What follows belongs to an exercise in optimizing a design on an open flow for small area; a production flow would make more cautious choices. The RTL was checked by simulation tests, not by an equivalence proof against the original design. Power is estimated from default activity; no workload was simulated.

### run.sh
#!/bin/bash
# synth_recipe.tcl (not shown) runs the flow's synth.tcl, then flattens the netlist and writes it again
# the make line also repeats each setting of config.mk as NAME=value (left out here)
make -C /OpenROAD-flow-scripts/flow DESIGN_CONFIG=/design/flow/config.mk WORK_HOME=/design/flow/orfs CLKGATE_MAP_FILE= SYNTH_SCRIPT=/design/flow/synth_recipe.tcl finish
### config.mk
export PLATFORM = sky130hd
export DESIGN_NAME = axis_uart_v1_0
export DESIGN_NICKNAME = axis_uart_v1_0
export VERILOG_FILES = /design/flow/design.v
export SDC_FILE = /design/flow/constraint.sdc
export NUM_CORES = 4
export LEC_CHECK = 0
export CAP_MARGIN = 20
export CORE_MARGIN = 2
export CORE_UTILIZATION = 40
export SLEW_MARGIN = 20
### constraint.sdc
create_clock -name core_clock -period 5.0 [get_ports {aclk}]
set_input_delay 1.0000 -clock core_clock [delete_from_list [all_inputs] [get_ports {aclk}]]
set_output_delay 1.0000 -clock core_clock [all_outputs]
set_load 0.01 [all_outputs]
### design.v
`timescale 1ns / 1ps
module uart_prescaler
(
	input wire clk,
	input wire rst,
	input wire en,
	input wire [15:0]div,
	output wire stb,
	output wire half
);
reg [15:0]cnt;
reg stb_out;
reg half_out;
assign stb = stb_out;
assign half = half_out;
always @(posedge clk) begin
	if (rst == 1'b1) begin
		cnt <= 0;
	end else begin
		if (en == 1'b1) begin
			if (cnt == (div - 1)) begin
				cnt <= 0;
			end else begin
				cnt <= cnt + 1;
			end 
		end else begin
			cnt <= 0;
		end
	end
end
always @(*) begin
	if (rst == 1'b1) begin
		stb_out <= 1'b0;
	end else begin
		stb_out <= (cnt == (div - 1)) ? 1'b1 : 1'b0;
	end
end
always @(*) begin
	if (rst == 1'b1) begin
		half_out <= 1'b0;
	end else begin
		half_out <= (cnt == ({1'b0,div[15:1]} - 1)) ? 1'b1 : 1'b0;
	end
end
endmodule
`timescale 1ns / 1ps
module uart_fifo #(
	parameter DATA_WIDTH = 8,
	parameter DATA_DEPTH = 8
)
(
	input wire aclk,
	input wire aresetn,
	input wire [DATA_WIDTH-1:0]s_axis_tdata,
	input wire s_axis_tvalid,
	output wire s_axis_tready,
	output wire [DATA_WIDTH-1:0]m_axis_tdata,
	output wire m_axis_tvalid,
	input wire m_axis_tready,
	output wire almost_empty,
	output wire almost_full
);
function integer clogb2;
    input [31:0]value;
    begin
        value = value - 1;
        for (clogb2 = 0; value > 0; clogb2 = clogb2 + 1) begin
            value = value >> 1;
        end
    end
endfunction
localparam RWIDTH = clogb2(DATA_DEPTH);
localparam CWIDTH = RWIDTH+1;
reg [DATA_WIDTH-1:0]data[DATA_DEPTH-1:0];
reg [RWIDTH-1:0]head;
reg [RWIDTH-1:0]tail;
reg [CWIDTH-1:0]count;
reg tready;
reg [DATA_WIDTH-1:0]tdata;
reg tvalid;
reg aempty;
reg afull;
wire wr_valid;
wire rd_valid;
integer i;
assign s_axis_tready = tready;
assign m_axis_tdata = tdata;
assign m_axis_tvalid = tvalid;
assign wr_valid = s_axis_tvalid & s_axis_tready;
assign rd_valid = m_axis_tvalid & m_axis_tready;
assign almost_empty = aempty;
assign almost_full = afull; 
always @(posedge aclk) begin
	if (aresetn == 1'b0) begin
		for (i = 0; i < DATA_DEPTH-1; i = i + 1) begin
			data[i] <= 0;
		end
		head <= 0;
		tail <= 0;
		count <= 0;
	end else begin
		case ({wr_valid,rd_valid})
		2'b00: begin
			head <= head;
			tail <= tail;
			count <= count;
		end
		2'b01: begin
			head <= head;
			tail <= tail + 1;
			count <= count - 1;
		end
		2'b10: begin
			data[head] <= s_axis_tdata;
			head <= head + 1;
			tail <= tail;
			count <= count + 1;
		end
		2'b11: begin
			data[head] <= s_axis_tdata;
			head <= head + 1;
			tail <= tail + 1;
			count <= count;
		end
		endcase
	end
end
always @(*) begin
	if (aresetn == 1'b0) begin
		tready <= 1'b0;
		tdata <= 0;
		tvalid <= 1'b0;
	end else begin
		tready <= (count < DATA_DEPTH) ? 1'b1 : 1'b0;
		tdata <= data[tail];
		tvalid <= (count > 0) ? 1'b1 : 1'b0;
	end
end
always @(*) begin
	if (aresetn == 1'b0) begin
		aempty <= 1'b0;
		afull <= 1'b0;
	end else begin
		aempty <= (count <= 1) ? 1'b1 : 1'b0;
		afull <= (count >= (DATA_DEPTH - 1)) ? 1'b1 : 1'b0;
	end
end
endmodule
`timescale 1ns / 1ps
module uart_tx #(
	parameter BAUD_PRESCALER = 12,
	parameter PARITY = 0,
	parameter WORD_SIZE = 8,
	parameter STOP_BITS = 0,
	parameter FIFO_DEPTH = 16
)
(
	input wire                 aclk,
	input wire                 aresetn,
	input wire [WORD_SIZE-1:0] s_axis_tdata,
	input wire                 s_axis_tvalid,
	output wire                s_axis_tready,
	output wire                txd,
  input wire                 ctsn,
  output wire                busy,
  input wire [15:0]          prescaler_config,
  input wire [2:0]           parity_config,
  input wire                 stop_bits_config
);
localparam PARITY_NONE = 3'd0;
localparam PARITY_EVEN = 3'd1;
localparam PARITY_ODD = 3'd2;
localparam PARITY_MARK = 3'd3;
localparam PARITY_SPACE = 3'd4;
localparam STOP_BITS_ONE = 1'd0;
localparam STOP_BITS_TWO = 1'd1;
localparam STATE_IDLE = 0;
localparam STATE_START = 1;
localparam STATE_BYTE = 2;
localparam STATE_PAR = 3;
localparam STATE_STOP = 4;
localparam STATE_END = 5;
reg [3:0]state;
reg [15:0]prescaler;
reg [2:0]parity;
reg [0:0]stop_bits;
wire [WORD_SIZE-1:0]m_data;
wire m_valid;
reg m_ready;
reg [15:0]counter;
reg pre_en;
wire pre_stb;
reg [WORD_SIZE-1:0]tx_data;
reg tx_par;
(* IOB = "TRUE" *) reg txd_out;
   assign busy = (state == STATE_IDLE) ? 0: 1;
assign txd = txd_out;
always @(posedge aclk) begin
	if (aresetn == 1'b0) begin
		prescaler <= BAUD_PRESCALER;
		parity <= PARITY;
		stop_bits <= STOP_BITS;
	end else begin
		if (state == STATE_IDLE) begin
			prescaler <= prescaler_config;
			parity <= parity_config;
			stop_bits <= stop_bits_config;
		end
	end
end
always @(posedge aclk) begin
	if (aresetn <= 1'b0) begin
		txd_out <= 1'b0;
	end else begin
		case (state)
		STATE_IDLE: begin
			txd_out <= 1'b1;
		end
		STATE_START: begin
			txd_out <= 1'b0;
		end
		STATE_BYTE: begin
			txd_out <= tx_data[0];
		end
		STATE_PAR: begin
			txd_out <= tx_par;
		end
		STATE_STOP: begin
			txd_out <= 1'b1;
		end
		STATE_END: begin
			txd_out <= 1'b1;
		end
		default: begin
			txd_out <= 1'b1;
		end
		endcase
	end
end
always @(posedge aclk) begin
	if (aresetn == 1'b0) begin
		pre_en <= 1'b0;
		m_ready <= 1'b0;
		tx_data <= 0;
		counter <= 0;
		state <= STATE_IDLE;
	end else begin
		case (state)
		STATE_IDLE: begin
			if (m_ready == 1'b0) begin
				if (ctsn == 1'b0) begin
					m_ready <= 1'b1;
				end
			end else begin
				if (m_valid == 1'b1) begin
					m_ready <= 1'b0;
					tx_data <= m_data;
					counter <= 0;
					pre_en <= 1'b1;
					state <= STATE_START;
				end
			end
		end
		STATE_START: begin
			if (pre_stb == 1'b1) begin
				state <= STATE_BYTE;
			end
		end
		STATE_BYTE: begin
			if (pre_stb == 1'b1) begin
				tx_data[WORD_SIZE-2:0] <= tx_data[WORD_SIZE-1:1];
				if (counter == (WORD_SIZE - 1)) begin
					counter <= 0;
					if (parity == PARITY_NONE) begin
						state <= STATE_STOP;
					end else begin
						state <= STATE_PAR;
					end
				end else begin
					counter <= counter + 1;
				end
			end
		end
		STATE_PAR: begin
			if (pre_stb == 1'b1) begin
				state <= STATE_STOP;
			end
		end
		STATE_STOP: begin
			if (pre_stb == 1'b1) begin
				case (stop_bits)
				STOP_BITS_ONE: begin
					state <= STATE_END;
				end
				STOP_BITS_TWO: begin
					if (counter == 1) begin
						counter <= 0;
						state <= STATE_END;
					end else begin
						counter <= counter + 1;
					end
				end
				endcase
			end
		end
		STATE_END: begin
			if (m_ready == 1'b0) begin
				pre_en <= 1'b0;
				m_ready <= 1'b1;
			end else begin
				m_ready <= 1'b0;
				if (m_valid == 1'b1) begin
					tx_data <= m_data;
					pre_en <= 1'b1;
					state <= STATE_START;
				end else begin
					state <= STATE_IDLE;
				end
			end
		end
		default: begin
			state <= STATE_IDLE;
		end		
		endcase
	end
end
always @(posedge aclk) begin
	if (aresetn == 1'b0) begin
		tx_par <= 1'b0;
	end else begin
		case (state)
		STATE_BYTE: begin
			case (parity)
			PARITY_EVEN: tx_par <= tx_par + tx_data[0];
			PARITY_ODD: tx_par <= tx_par + tx_data[0];
			default: tx_par <= tx_par;
			endcase
		end
		STATE_PAR: begin
			tx_par <= tx_par;
		end
		default: begin
			case (parity)
			PARITY_EVEN: tx_par <= 1'b0;
			PARITY_ODD: tx_par <= 1'b1;
			PARITY_MARK: tx_par <= 1'b1;
			PARITY_SPACE: tx_par <= 1'b0;
			endcase
		end
		endcase
	end
end
uart_fifo #(
	.DATA_WIDTH(WORD_SIZE),
	.DATA_DEPTH(FIFO_DEPTH)
) fifo_sync_inst (
	.aclk(aclk),
	.aresetn(aresetn),
	.s_axis_tdata(s_axis_tdata),
	.s_axis_tvalid(s_axis_tvalid),
	.s_axis_tready(s_axis_tready),
	.m_axis_tdata(m_data),
	.m_axis_tvalid(m_valid),
	.m_axis_tready(m_ready)
);
uart_prescaler prescaler_inst (
	.clk(aclk),
	.rst(~aresetn),
	.en(pre_en),
	.div(prescaler),	
	.stb(pre_stb)
);
endmodule
`timescale 1ns / 1ps
module uart_rx #(
	parameter BAUD_PRESCALER = 25,
	parameter PARITY = 0,
	parameter WORD_SIZE= 8,
	parameter STOP_BITS = 0,
	parameter FIFO_DEPTH = 16
)
(
	input wire                  aclk,
	input wire                  aresetn,
	output wire [WORD_SIZE-1:0] m_axis_tdata,
	output wire [0:0]           m_axis_tuser,
	output wire                 m_axis_tvalid,
	input wire                  m_axis_tready,
	input wire                  rxd,
	output wire                 rtsn,
  output wire                 busy,
  input wire [15:0]           prescaler_config,
  input wire [2:0]            parity_config,
  input wire                  stop_bits_config
);
localparam STATE_IDLE = 0;
localparam STATE_START = 1;
localparam STATE_BYTE = 2;
localparam STATE_PAR = 3;
localparam STATE_STOP = 4;
localparam STATE_END = 5;
localparam PARITY_NONE = 3'd0;
localparam PARITY_EVEN = 3'd1;
localparam PARITY_ODD = 3'd2;
localparam PARITY_MARK = 3'd3;
localparam PARITY_SPACE = 3'd4;
localparam STOP_BITS_ONE = 1'd0;
localparam STOP_BITS_TWO = 1'd1;
reg [3:0]state;
reg [15:0]prescaler;
reg [2:0]parity;
reg [0:0]stop_bits;
reg pre_en;
wire pre_stb;
wire pre_half;
reg [WORD_SIZE-1:0]s_data;
reg s_valid;
wire s_ready;
reg [WORD_SIZE-1:0]rx_data;
reg rx_par;
reg rx_par_rcv;
reg [7:0]byte_cnt;
reg [15:0]bit_cnt;
reg bit_rec;
reg parity_error;
wire afull;
(* IOB = "TRUE" *) reg rxd_in;
(* IOB = "TRUE" *) reg rtsn_out;
wire rx_fall;
wire rx_rise;
   assign busy = (state != STATE_IDLE);
assign rtsn = rtsn_out;
always @(posedge aclk) begin
	if (aresetn == 1'b0) begin
		prescaler <= BAUD_PRESCALER;
		parity <= PARITY;
		stop_bits <= STOP_BITS;
	end else begin
     if (state == STATE_IDLE) begin
			  prescaler <= prescaler_config;
			  parity <= parity_config;
			  stop_bits <= stop_bits_config;
		 end
	end
end
always @(posedge aclk) begin
	if (aresetn == 1'b0) begin
		rxd_in <= 1'b0;
		rtsn_out <= 1'b1;
	end else begin
		rxd_in <= rxd;
		rtsn_out <= (afull) ? 1'b1 : 1'b0;
	end
end
always @(posedge aclk) begin
	if (aresetn == 1'b0) begin
		bit_cnt <= 0;
	end else begin
		if (state != STATE_IDLE) begin
			if (pre_stb == 1'b1) begin
				bit_cnt <= 0;
			end else begin
				bit_cnt <= bit_cnt + rxd_in;
			end
		end else begin
			bit_cnt <= 0;
		end
	end
end
always @(*) begin
	bit_rec = (bit_cnt >= {1'b0,prescaler[15:1]}) ? 1'b1 : 1'b0;
end
always @(posedge aclk) begin
	if (aresetn == 1'b0) begin
		pre_en <= 1'b0;
		s_data <= 0;
		s_valid <= 1'b0;
		rx_data <= 0;
		byte_cnt <= 0;
		rx_par_rcv <= 1'b0;
		state <= STATE_IDLE;
	end else begin
		case (state)
		STATE_IDLE: begin
			if (rx_fall == 1'b1) begin
				pre_en <= 1'b1;
				state <= STATE_START;
			end else begin
				pre_en <= 1'b0;
			end
		end
		STATE_START: begin
			if (pre_stb == 1'b1) begin
				if (bit_rec == 1'b0) begin
					byte_cnt <= 0;
					rx_data <= 0;
					state <= STATE_BYTE;
				end else begin
					state <= STATE_IDLE;
				end
			end
		end
		STATE_BYTE: begin
			if (pre_stb == 1'b1) begin
				rx_data[byte_cnt] <= bit_rec;
				if (byte_cnt == (WORD_SIZE - 1)) begin
					if (parity == PARITY_NONE) begin
						state <= STATE_STOP;
					end else begin
						state <= STATE_PAR;
					end
				end else begin
					byte_cnt <= byte_cnt + 1;
				end
			end
		end
		STATE_PAR: begin
			if (pre_stb == 1'b1) begin
				rx_par_rcv <= bit_rec;
				state <= STATE_STOP;
			end
		end
		STATE_STOP: begin
			if (pre_half == 1'b1) begin
				state <= STATE_END;
			end
		end
		STATE_END: begin
			if (s_valid == 1'b0) begin
				s_valid <= 1'b1;
				s_data <= rx_data;
				if (rx_par != rx_par_rcv) begin
					parity_error <= 1'b1;
				end else begin
					parity_error <= 1'b0;
				end
			end else begin
				s_valid <= 1'b0;
				if (s_ready == 1'b1) begin
				end else begin
				end
				state <= STATE_IDLE;
			end
			pre_en <= 1'b0;
		end
		endcase
	end
end
always @(posedge aclk) begin
	if (aresetn == 1'b0) begin
		rx_par <= 1'b0;
	end else begin
		case (state)
		STATE_BYTE: begin
			if (pre_stb == 1'b1) begin
				case (parity)
				PARITY_EVEN: rx_par <= rx_par + bit_rec;
				PARITY_ODD: rx_par <= rx_par + bit_rec;
				default: rx_par <= rx_par;
				endcase
			end
		end
		STATE_PAR: begin
			rx_par <= rx_par;
		end
		STATE_STOP: begin
			rx_par <= rx_par;
		end
		default: begin
			case (parity)
			PARITY_EVEN: rx_par <= 1'b0;
			PARITY_ODD: rx_par <= 1'b1;
			PARITY_MARK: rx_par <= 1'b1;
			PARITY_SPACE: rx_par <= 1'b0;
			endcase
		end
		endcase
	end
end
uart_fifo #(
	.DATA_WIDTH(WORD_SIZE+1),
	.DATA_DEPTH(FIFO_DEPTH)
) fifo_sync_inst (
	.aclk(aclk),
	.aresetn(aresetn),
	.s_axis_tdata({parity_error,s_data}),
	.s_axis_tvalid(s_valid),
	.s_axis_tready(s_ready),
	.m_axis_tdata({m_axis_tuser,m_axis_tdata}),
	.m_axis_tvalid(m_axis_tvalid),
	.m_axis_tready(m_axis_tready),
	.almost_full(afull)
);
uart_prescaler prescaler_inst (
	.clk(aclk),
	.rst(~aresetn),
	.en(pre_en),
	.div(prescaler),	
	.stb(pre_stb),
	.half(pre_half)
);
edge_detect #(
	.ZERO_DELAY("TRUE")
) edge_detect_inst (
	.clk(aclk),
	.sig(rxd_in),
	.fall(rx_fall),
	.rise(rx_rise)
);
endmodule
module edge_detect #(
	parameter ZERO_DELAY = "FALSE"
)
(
	input wire clk,
	input wire sig,
	output wire fall,
	output wire rise
);
reg [1:0]sig_ff;
reg fall_out;
reg rise_out;
assign fall = fall_out;
assign rise = rise_out;
always @(posedge clk) begin
	sig_ff[0] <= sig;
	sig_ff[1] <= sig_ff[0];
end
generate if (ZERO_DELAY == "FALSE") begin
	always @(posedge clk) begin
		if (sig_ff[0] & ~sig_ff[1]) begin
			rise_out <= 1'b1;
		end else begin
			rise_out <= 1'b0;
		end
		if (~sig_ff[0] & sig_ff[1]) begin
			fall_out <= 1'b1;
		end else begin
			fall_out <= 1'b0;
		end
	end
end else begin
	always @(sig, sig_ff[0]) begin
		rise_out <= sig & ~sig_ff[0];
		fall_out <= ~sig & sig_ff[0];
	end
end endgenerate
endmodule
module uart_axislave
#(
parameter integer C_S_AXI_DATA_WIDTH = 32,
parameter integer C_S_AXI_ADDR_WIDTH = 5,
parameter integer default_prescaler = 6'b011001
)
(
input  S_AXI_ACLK,
input  S_AXI_ARESETN,
input [(C_S_AXI_ADDR_WIDTH-1):0] S_AXI_AWADDR,
input [2:0] S_AXI_AWPROT,
input  S_AXI_AWVALID,
output  S_AXI_AWREADY,
input [(C_S_AXI_DATA_WIDTH-1):0] S_AXI_WDATA,
input [((C_S_AXI_DATA_WIDTH/8)-1):0] S_AXI_WSTRB,
input  S_AXI_WVALID,
output  S_AXI_WREADY,
output [1:0] S_AXI_BRESP,
output  S_AXI_BVALID,
input  S_AXI_BREADY,
input [(C_S_AXI_ADDR_WIDTH-1):0] S_AXI_ARADDR,
input [2:0] S_AXI_ARPROT,
input  S_AXI_ARVALID,
output  S_AXI_ARREADY,
output [(C_S_AXI_DATA_WIDTH-1):0] S_AXI_RDATA,
output [1:0] S_AXI_RRESP,
output  S_AXI_RVALID,
input  S_AXI_RREADY,
output [15:0] PR_DIV,
output  STOP_BITS,
output [2:0] PARITY,
input  RXE,
input  TXF,
input  RXB,
input  TXB
);
    reg [(C_S_AXI_ADDR_WIDTH-1):0] axi_awaddr;
    reg  axi_awready;
    reg  axi_wready;
    reg [1:0] axi_bresp;
    reg  axi_bvalid;
    reg [(C_S_AXI_ADDR_WIDTH-1):0] axi_araddr;
    reg  axi_arready;
    reg [(C_S_AXI_DATA_WIDTH-1):0] axi_rdata;
    reg [1:0] axi_rresp;
    reg  axi_rvalid;
    localparam  ADDR_LSB = ((C_S_AXI_DATA_WIDTH/32)+1);
    localparam  OPT_MEM_ADDR_BITS = 3'b011;
    reg [31:0] REG_STATUS;
    localparam [31:0] WRMASK_STATUS = 32'h00000000;
    reg [31:0] REG_FORMAT;
    localparam [31:0] WRMASK_FORMAT = 32'h0000000F;
    reg [31:0] REG_PRESCALER;
    localparam [31:0] WRMASK_PRESCALER = 32'h0000FFFF;
    wire  slv_reg_rden;
    wire  slv_reg_wren;
    reg [(C_S_AXI_DATA_WIDTH-1):0] reg_data_out;
    integer  byte_index;
    assign S_AXI_AWREADY = axi_awready;
    assign S_AXI_WREADY = axi_wready;
    assign S_AXI_BRESP = axi_bresp;
    assign S_AXI_BVALID = axi_bvalid;
    assign S_AXI_ARREADY = axi_arready;
    assign S_AXI_RDATA = axi_rdata;
    assign S_AXI_RRESP = axi_rresp;
    assign S_AXI_RVALID = axi_rvalid;
    localparam [15:0] PRM_default_prescaler = default_prescaler;
    always @(posedge S_AXI_ACLK) begin
        if (S_AXI_ARESETN == 0) begin
            axi_awready <= 1'h0;
        end
        else begin
            if (((~axi_awready&&S_AXI_AWVALID)&&S_AXI_WVALID)) begin
                axi_awready <= 1'h1;
            end
            else begin
                axi_awready <= 1'h0;
            end
        end
    end
    always @(posedge S_AXI_ACLK) begin
        if (S_AXI_ARESETN == 0) begin
            axi_awaddr <= 1'h0;
        end
        else begin
            if (((~axi_awready&&S_AXI_AWVALID)&&S_AXI_WVALID)) begin
                axi_awaddr <= S_AXI_AWADDR;
            end
        end
    end
    always @(posedge S_AXI_ACLK) begin
        if (S_AXI_ARESETN == 0) begin
            axi_wready <= 1'h0;
        end
        else begin
            if (((~axi_awready&&S_AXI_AWVALID)&&S_AXI_WVALID)) begin
                axi_wready <= 1'h1;
            end
            else begin
                axi_wready <= 1'h0;
            end
        end
    end
    assign slv_reg_wren = (((axi_wready&&S_AXI_WVALID)&&axi_awready)&&S_AXI_AWVALID);
    always @(posedge S_AXI_ACLK) begin
        if (S_AXI_ARESETN == 0) begin
            REG_STATUS <= 32'h00000000;
            REG_FORMAT <= 32'h00000000;
            REG_PRESCALER <= {16'b0000000000000000, PRM_default_prescaler};
        end
        else begin
            if (slv_reg_wren) begin
                case (axi_awaddr[((ADDR_LSB+OPT_MEM_ADDR_BITS)-1):ADDR_LSB])
                default: begin
                    REG_PRESCALER <= REG_PRESCALER;
                    REG_FORMAT <= REG_FORMAT;
                    REG_STATUS <= REG_STATUS;
                end
                4'h0: begin
                    for (byte_index = 0; byte_index <= 3; byte_index = (byte_index+1)) begin
                        if (S_AXI_WSTRB[byte_index] == 1) begin
                            REG_PRESCALER[(byte_index*8)+:8] <= S_AXI_WDATA[(byte_index*8)+:8];
                        end
                    end
                end
                4'h1: begin
                    for (byte_index = 0; byte_index <= 3; byte_index = (byte_index+1)) begin
                        if (S_AXI_WSTRB[byte_index] == 1) begin
                            REG_FORMAT[(byte_index*8)+:8] <= S_AXI_WDATA[(byte_index*8)+:8];
                        end
                    end
                end
                4'h2: begin
                    for (byte_index = 0; byte_index <= 3; byte_index = (byte_index+1)) begin
                        if (S_AXI_WSTRB[byte_index] == 1) begin
                            REG_STATUS[(byte_index*8)+:8] <= S_AXI_WDATA[(byte_index*8)+:8];
                        end
                    end
                end
                endcase
            end
        end
    end
    always @(posedge S_AXI_ACLK) begin
        if (S_AXI_ARESETN == 0) begin
            axi_bvalid <= 1'h0;
            axi_bresp <= 1'h0;
        end
        else begin
            if (((((axi_awready&&S_AXI_AWVALID)&&~axi_bvalid)&&axi_wready)&&S_AXI_WVALID)) begin
                axi_bvalid <= 1'h1;
                axi_bresp <= 1'h0;
            end
            else begin
                if ((S_AXI_BREADY&&axi_bvalid)) begin
                    axi_bvalid <= 1'h0;
                end
            end
        end
    end
    always @(posedge S_AXI_ACLK) begin
        if (S_AXI_ARESETN == 0) begin
            axi_arready <= 1'h0;
            axi_araddr <= 1'h0;
        end
        else begin
            if ((~axi_arready&&S_AXI_ARVALID)) begin
                axi_arready <= 1'h1;
                axi_araddr <= S_AXI_ARADDR;
            end
            else begin
                axi_arready <= 1'h0;
            end
        end
    end
    always @(posedge S_AXI_ACLK) begin
        if (S_AXI_ARESETN == 0) begin
            axi_rvalid <= 1'h0;
            axi_rresp <= 1'h0;
        end
        else begin
            if (((axi_arready&&S_AXI_ARVALID)&&~axi_rvalid)) begin
                axi_rvalid <= 1'h1;
                axi_rresp <= 1'h0;
            end
            else begin
                if ((axi_rvalid&&S_AXI_RREADY)) begin
                    axi_rvalid <= 1'h0;
                end
            end
        end
    end
    assign slv_reg_rden = ((axi_arready&S_AXI_ARVALID)&~axi_rvalid);
    always @(*) begin
        if (S_AXI_ARESETN == 0) begin
            reg_data_out <= 1'h0;
        end
        else begin
            case (axi_araddr[((ADDR_LSB+OPT_MEM_ADDR_BITS)-1):ADDR_LSB])
            default: begin
                reg_data_out <= 1'h0;
            end
            4'h0: begin
                reg_data_out <= {16'b0000000000000000, REG_PRESCALER[15:0]};
            end
            4'h1: begin
                reg_data_out <= {28'b0000000000000000000000000000, REG_FORMAT[3:1], REG_FORMAT[0]};
            end
            4'h2: begin
                reg_data_out <= {28'b0000000000000000000000000000, TXF, RXE, RXB, TXB};
            end
            endcase
        end
    end
    always @(posedge S_AXI_ACLK) begin
        if (S_AXI_ARESETN == 0) begin
            axi_rdata <= 1'h0;
        end
        else begin
            if (slv_reg_rden) begin
                axi_rdata <= reg_data_out;
            end
        end
    end
    assign PARITY = REG_FORMAT[3:1];
    assign STOP_BITS = REG_FORMAT[0];
    assign PR_DIV = REG_PRESCALER[15:0];
endmodule
`timescale 1ns / 1ps
module axis_uart_v1_0 #(
	parameter integer BAUD_PRESCALER = 25,  
	parameter integer PARITY = 0,           
	parameter integer WORD_SIZE = 8,        
	parameter integer STOP_BITS = 0,        
	parameter integer FIFO_DEPTH = 16,      
	parameter integer FLOW_CONTROL = 1,     
  parameter integer C_S_AXI_DATA_WIDTH = 32,
  parameter integer C_S_AXI_ADDR_WIDTH = 5
)
(
	input wire                           aclk,
	input wire                           aresetn,
	input wire [WORD_SIZE-1:0]           s_axis_tdata,
	input wire                           s_axis_tvalid,
	output wire                          s_axis_tready,
	output wire [WORD_SIZE-1:0]          m_axis_tdata,
	output wire                          m_axis_tuser,  
	output wire                          m_axis_tvalid,
	input wire                           m_axis_tready,
	output wire                          tx,
	input wire                           rx,
	output wire                          rts,           
	input wire                           cts,            
  input                                S_AXI_ARESETN,
  input [(C_S_AXI_ADDR_WIDTH-1):0]     S_AXI_AWADDR,
  input [2:0]                          S_AXI_AWPROT,
  input                                S_AXI_AWVALID,
  output                               S_AXI_AWREADY,
  input [(C_S_AXI_DATA_WIDTH-1):0]     S_AXI_WDATA,
  input [((C_S_AXI_DATA_WIDTH/8)-1):0] S_AXI_WSTRB,
  input                                S_AXI_WVALID,
  output                               S_AXI_WREADY,
  output [1:0]                         S_AXI_BRESP,
  output                               S_AXI_BVALID,
  input                                S_AXI_BREADY,
  input [(C_S_AXI_ADDR_WIDTH-1):0]     S_AXI_ARADDR,
  input [2:0]                          S_AXI_ARPROT,
  input                                S_AXI_ARVALID,
  output                               S_AXI_ARREADY,
  output [(C_S_AXI_DATA_WIDTH-1):0]    S_AXI_RDATA,
  output [1:0]                         S_AXI_RRESP,
  output                               S_AXI_RVALID,
  input                                S_AXI_RREADY
);
   wire tx_busy, rx_busy;
   wire rx_empty, tx_full;
   wire [2:0] parity_config;
   wire [15:0] prescaler_config;
   wire stopb_config;
   assign rx_empty = (m_axis_tvalid==0);
   assign tx_full = (s_axis_tready==0);
uart_tx #(
	.BAUD_PRESCALER(BAUD_PRESCALER),
	.PARITY(PARITY),
	.WORD_SIZE(WORD_SIZE),
	.STOP_BITS(STOP_BITS),
	.FIFO_DEPTH(FIFO_DEPTH)
) uart_tx_inst
(
 .aclk(aclk),
 .aresetn(aresetn),
 .s_axis_tdata(s_axis_tdata),
 .s_axis_tvalid(s_axis_tvalid),
 .s_axis_tready(s_axis_tready),
 .txd(tx),
 .ctsn(FLOW_CONTROL ? cts : 1'b0),
 .busy(tx_busy),
 .prescaler_config(prescaler_config),
 .parity_config(parity_config),
 .stop_bits_config(stopb_config)
);
uart_rx #(
	.BAUD_PRESCALER(BAUD_PRESCALER),
	.PARITY(PARITY),
	.WORD_SIZE(WORD_SIZE),
	.STOP_BITS(STOP_BITS),
	.FIFO_DEPTH(FIFO_DEPTH)
) uart_rx_inst
(
 .aclk(aclk),
 .aresetn(aresetn),
 .m_axis_tdata(m_axis_tdata),
 .m_axis_tuser(m_axis_tuser),
 .m_axis_tvalid(m_axis_tvalid),
 .m_axis_tready(m_axis_tready),
 .rxd(rx),
 .rtsn(rts),
 .busy(rx_busy),
 .prescaler_config(prescaler_config),
 .parity_config(parity_config),
 .stop_bits_config(stopb_config)
);
uart_axislave
#(
  .C_S_AXI_DATA_WIDTH(C_S_AXI_DATA_WIDTH),
  .C_S_AXI_ADDR_WIDTH(C_S_AXI_ADDR_WIDTH),
  .default_prescaler(BAUD_PRESCALER)
) axislave
(
 .S_AXI_ACLK(aclk),
 .S_AXI_ARESETN(aresetn),
 .S_AXI_AWADDR(S_AXI_AWADDR),
 .S_AXI_AWPROT(S_AXI_AWPROT),
 .S_AXI_AWVALID(S_AXI_AWVALID),
 .S_AXI_AWREADY(S_AXI_AWREADY),
 .S_AXI_WDATA(S_AXI_WDATA),
 .S_AXI_WSTRB(S_AXI_WSTRB),
 .S_AXI_WVALID(S_AXI_WVALID),
 .S_AXI_WREADY(S_AXI_WREADY),
 .S_AXI_BRESP(S_AXI_BRESP),
 .S_AXI_BVALID(S_AXI_BVALID),
 .S_AXI_BREADY(S_AXI_BREADY),
 .S_AXI_ARADDR(S_AXI_ARADDR),
 .S_AXI_ARPROT(S_AXI_ARPROT),
 .S_AXI_ARVALID(S_AXI_ARVALID),
 .S_AXI_ARREADY(S_AXI_ARREADY),
 .S_AXI_RDATA(S_AXI_RDATA),
 .S_AXI_RRESP(S_AXI_RRESP),
 .S_AXI_RVALID(S_AXI_RVALID),
 .S_AXI_RREADY(S_AXI_RREADY),
 .PR_DIV(prescaler_config),
 .STOP_BITS(stopb_config),
 .PARITY(parity_config),
 .RXE(rx_empty),
 .TXF(tx_full),
 .RXB(rx_busy),
 .TXB(tx_busy)
 );
endmodule
==> flow_summary_export.csv <==
group,metric,value,unit
status,status,"no timing/DRC/antenna violations",
critical_path,cpMostUsedCell,"mux4_2",
grt,grt_pass1_wl,92100,um
worst_hold_path,hold_path_end,"uart_rx_inst.edge_detect_inst.sig_ff[0]",
critical_path,rrSetupSlack,1040,ps
drt,num_vias,16700,
clock_tree,post_cts_buffers,0,
sta,period_share,80.5,%
sta,clock_skew,19.6,ps
floorplan,num_rows,91,
clock_tree,cts-root-buf,"clkbuf_16",
synthesis,ys_seq_area_share,51.9,%
floorplan,core,61500,um^2
synthesis,ys_ff_latch,505,
sta,finalSetupViolCount,0,
sta,drv_slew,0,
critical_path,rr_worst_depth,10,
floorplan,ios,126,
synthesis,yosysUniqueCellTypes,85,
drt,finalWirelength,58300,um
clock_tree,h-tree-depth,2,
pwr,power_density,379,nW/um^2
clock_tree,cts_sinks,505,
synthesis,yosys_warnings,17,
finish,area_delta_synth_final,13.2,%
critical_path,cp.required,4000,ps
critical_path,cp-end-kind,"output port",
grt,grt_max_degree,90,
clock_tree,clk_pin_slew,60,ps
grt,grt_usage,18.2,%
sta,grt_setup_unrepaired,"false",
drt,drc,0,
finish,layout_commonest_cell,"and2_1",
critical_path,start_kind,"register",
synthesis,synth_area,24800,um^2
worst_hold_path,holdPathStages,0,
sta,slew_headroom,37.6,%
finish,fin_util,45.6,%
clock_tree,cts_buffers,54,
clock_tree,worstSkewPairLatency,620,ps
place,place.gp.congestion,0.837,
sta,fmax,248,MHz
job,maxCapViolCount,0,
place,place_area,26200,um^2
clock_tree,ctsHoldBuffers,0,
pwr,ir_worst_vdd,0.000291,V
finish,design_area,28000,um^2
drt,drtIter0Drc,1249,
worst_hold_path,hold_start,"uart_rx_inst.rxd_in",
sta,fin_tns_setup,0,ps
critical_path,timing.rr.end,"uart_tx_inst.counter[8]",
critical_path,critPathArrivalTime,3030,ps
clock_tree,cts_resized,0,
synthesis,async_reset_ff_share,0,%
finish,final_cell_mix,"275 x and2_1, 273 x edfxtp_1, 229 x nor2_1, 229 x dfxtp_1, 186 x nand2_1",
pwr,leakagePower,10.1,nW
pwr,fin_total_pwr,10.6,mW
drt,wl_per_cell,18.5,um
drt,routed_via_density,5.31,
sta,hold_viol,0,
floorplan,die_h,253,um
critical_path,critPathTopFamily,"multiplexers",
clock_tree,clockBufferDepth,3,
critical_path,crit_fanout,36,
floorplan,initial_core_util,40.3,%
grt,grt_pass1_vias,16800,
grt,antenna_found_initial,2,
place,portBuffers,76,
critical_path,r2r-start,"uart_tx_inst.prescaler[0]",
critical_path,crit_type,"reg -> out",
synthesis,synth_edf_count,273,
finish,final_nets,2442,
synthesis,avgSynthCellArea,10.9,um^2
critical_path,path_cells,"buf_12 > mux4_2 > mux4_2 > and2_1 > clkdlybuf4s50_1",
floorplan,die_area,63900,um^2
finish,drive_gt1_share,10.4,%
drt,ant_nets,0,
floorplan,fp.dieW,253,um
critical_path,slowest_stage,"mux4_2",
sta,hold-worst-slack,385,ps
worst_hold_path,hold_path_class,"reg -> reg",
critical_path,cp_num_buf_inv,2,
sta,tightestPinTransition,934,ps
critical_path,max_stage_delay,620,ps
grt,grt-ovfl-total,0,
synthesis,synth_ff_type,"edfxtp_1",
clock_tree,cts_tree,"done",
drt,first_pass_iters,5,
sta,min_period,4030,ps
place,post-dp-hpwl,39800,um
synthesis,netlist_instances,2278,
-- synthesized netlist by cell type (all sizes together), types with 5 or more instances --
cell    instances  area (um^2)
nand4          31          200
or3            16          100
o21a            7         52.6
mux2i          33          330
a22oi          19          143
a211oi          7         57.6
xnor2          70          613
nand3b          5         37.5
nand2b         23          144
dfxtp         232         4640
mux4           85         1910
nand3          55          275
xor2           55          482
nor3           44          220
a21o            7         52.6
and3           33          206
ha             52          651
inv            53          199
o21bai          7         52.6
a31oi          10         62.6
o211ai         18          149
a311oi          9         85.1
o21ai          82          414
o221a          10          113
nor2          229          860
nand2         186          698
o22ai           6         37.5
nor2b           8         50.1
a21oi          93          465
buf            51          305
edfxtp        273         8200
and2          275         1720
clkbuf        106          398
nor4           12         90.1
-- final cells by class --
type | instances | area [um^2]
Antenna cell | 1 | 2.50
Clock buffer | 79 | 1550
Timing Repair Buffer | 120 | 1100
Tap cell | 790 | 988
Inverter | 53 | 201
Clock inverter | 22 | 244
Multi-Input combinational cell | 1582 | 11100
Sequential cell | 505 | 12800
Fill cell | 5674 | 33500
-- cells by family (layout without fill, tap and decap cells) --
group	Yosys count	after routing	synth area share, %
AO/OA/AOI/OAI	312	312	8.24
XOR/XNOR	127	127	4.61
adder cells (fa/ha/maj)	54	54	2.79
buffers and inverters	210	274	3.64
flip-flops	505	505	51.9
multiplexers	120	120	9.16
other	1	21	0.0151
AND/OR/NAND/NOR	949	949	19.7
-- per-layer routing --
metal	vias to the layer above	share of wire, %	global-route usage (%)
met5	-	0.022	0
met4	2	1.8	4.72
met3	69	4.5	3.01
met2	326	49	31.4
met1	8185	45	23.9
li1	8167	-	-
-- per-stage QoR --
step	cells	setup WS, ps
finish	3152	973
global route	3152	641
CTS	3151	927
floorplan	2297	1550
detailed placement	3050	1020
global placement	3050	1060
-- worst register-to-register path: stages (launching register included) --
cell,delay [ps]
dfxtp_1,380
inv_1,100
ha_1,330
or4b_1,600
a2111o_1,420
o211ai_1,120
o221a_2,230
nand4_2,220
o21ai_1,630
nand2b_1,420
o221a_2,400
-- registers in the layout (all words and copies together) (netlist names), 5 cells and up, named ones only --
name and cells:
uart_rx_inst.fifo_sync_inst.data 144, uart_tx_inst.fifo_sync_inst.data 128, axislave.REG_PRESCALER 16, axislave.axi_rdata 16
uart_rx_inst.bit_cnt 16, uart_rx_inst.prescaler 16, uart_rx_inst.prescaler_inst.cnt 16, uart_tx_inst.counter 16
uart_tx_inst.prescaler 16, uart_tx_inst.prescaler_inst.cnt 16, uart_rx_inst.byte_cnt 8, uart_rx_inst.rx_data 8
uart_rx_inst.s_data 8, uart_tx_inst.tx_data 8, uart_rx_inst.fifo_sync_inst.count 5, uart_tx_inst.fifo_sync_inst.count 5
-- worst max-delay path by stage --
stage	endpoint	startpoint	slack [ps]	cells past startpoint
detailed placement	uart_rx_inst.fifo_sync_inst.data[0][5]	aresetn	1020	12
finish	m_axis_tdata[7]	register	970	5
floorplan	m_axis_tdata[0]	register	1550	5
global route	uart_tx_inst.counter[7]	uart_tx_inst.prescaler[0]	640	10
global placement	uart_rx_inst.fifo_sync_inst.data[0][5]	aresetn	1060	12
CTS	m_axis_tdata[7]	register	930	5
-- power by group --
group	total [mW]	switching [mW]	internal [mW]	leakage [nW]
combinational	1.84	1.03	0.811	4.57
sequential	4.77	0.212	4.56	4.67
clock	4.02	1.70	2.32	0.881
total	10.6	2.94	7.69	10.1

port drivers added, routing unchanged:
The flow's constraints put no driver on any port. The routed layout listed below was extracted and timed again, unchanged, in two steps.
Step 1 sets driving cells, clkbuf_16 on the clock port and buf_2 on the other inputs (assumed; they add their load-dependent delay and slew).
Step 2 also shifts input and output timing later by t, the mid clock arrival at the registers, as if the neighbouring blocks saw the same clock.
a / b / c = no drivers / after step 1 / after step 2; a / b = the first two.
t, ns: 0.667
slack for setup (ns): 0.973 / 0.916 / 1.040
worst register clock-pin slew, ns: 0.06 / 0.06
worst slew at a driven data input, ns: 0.07
After both steps setup and hold are still met in this run. For this run, drivers alone change the setup slack by -0.057 ns; drivers and shift together by +0.067 ns.
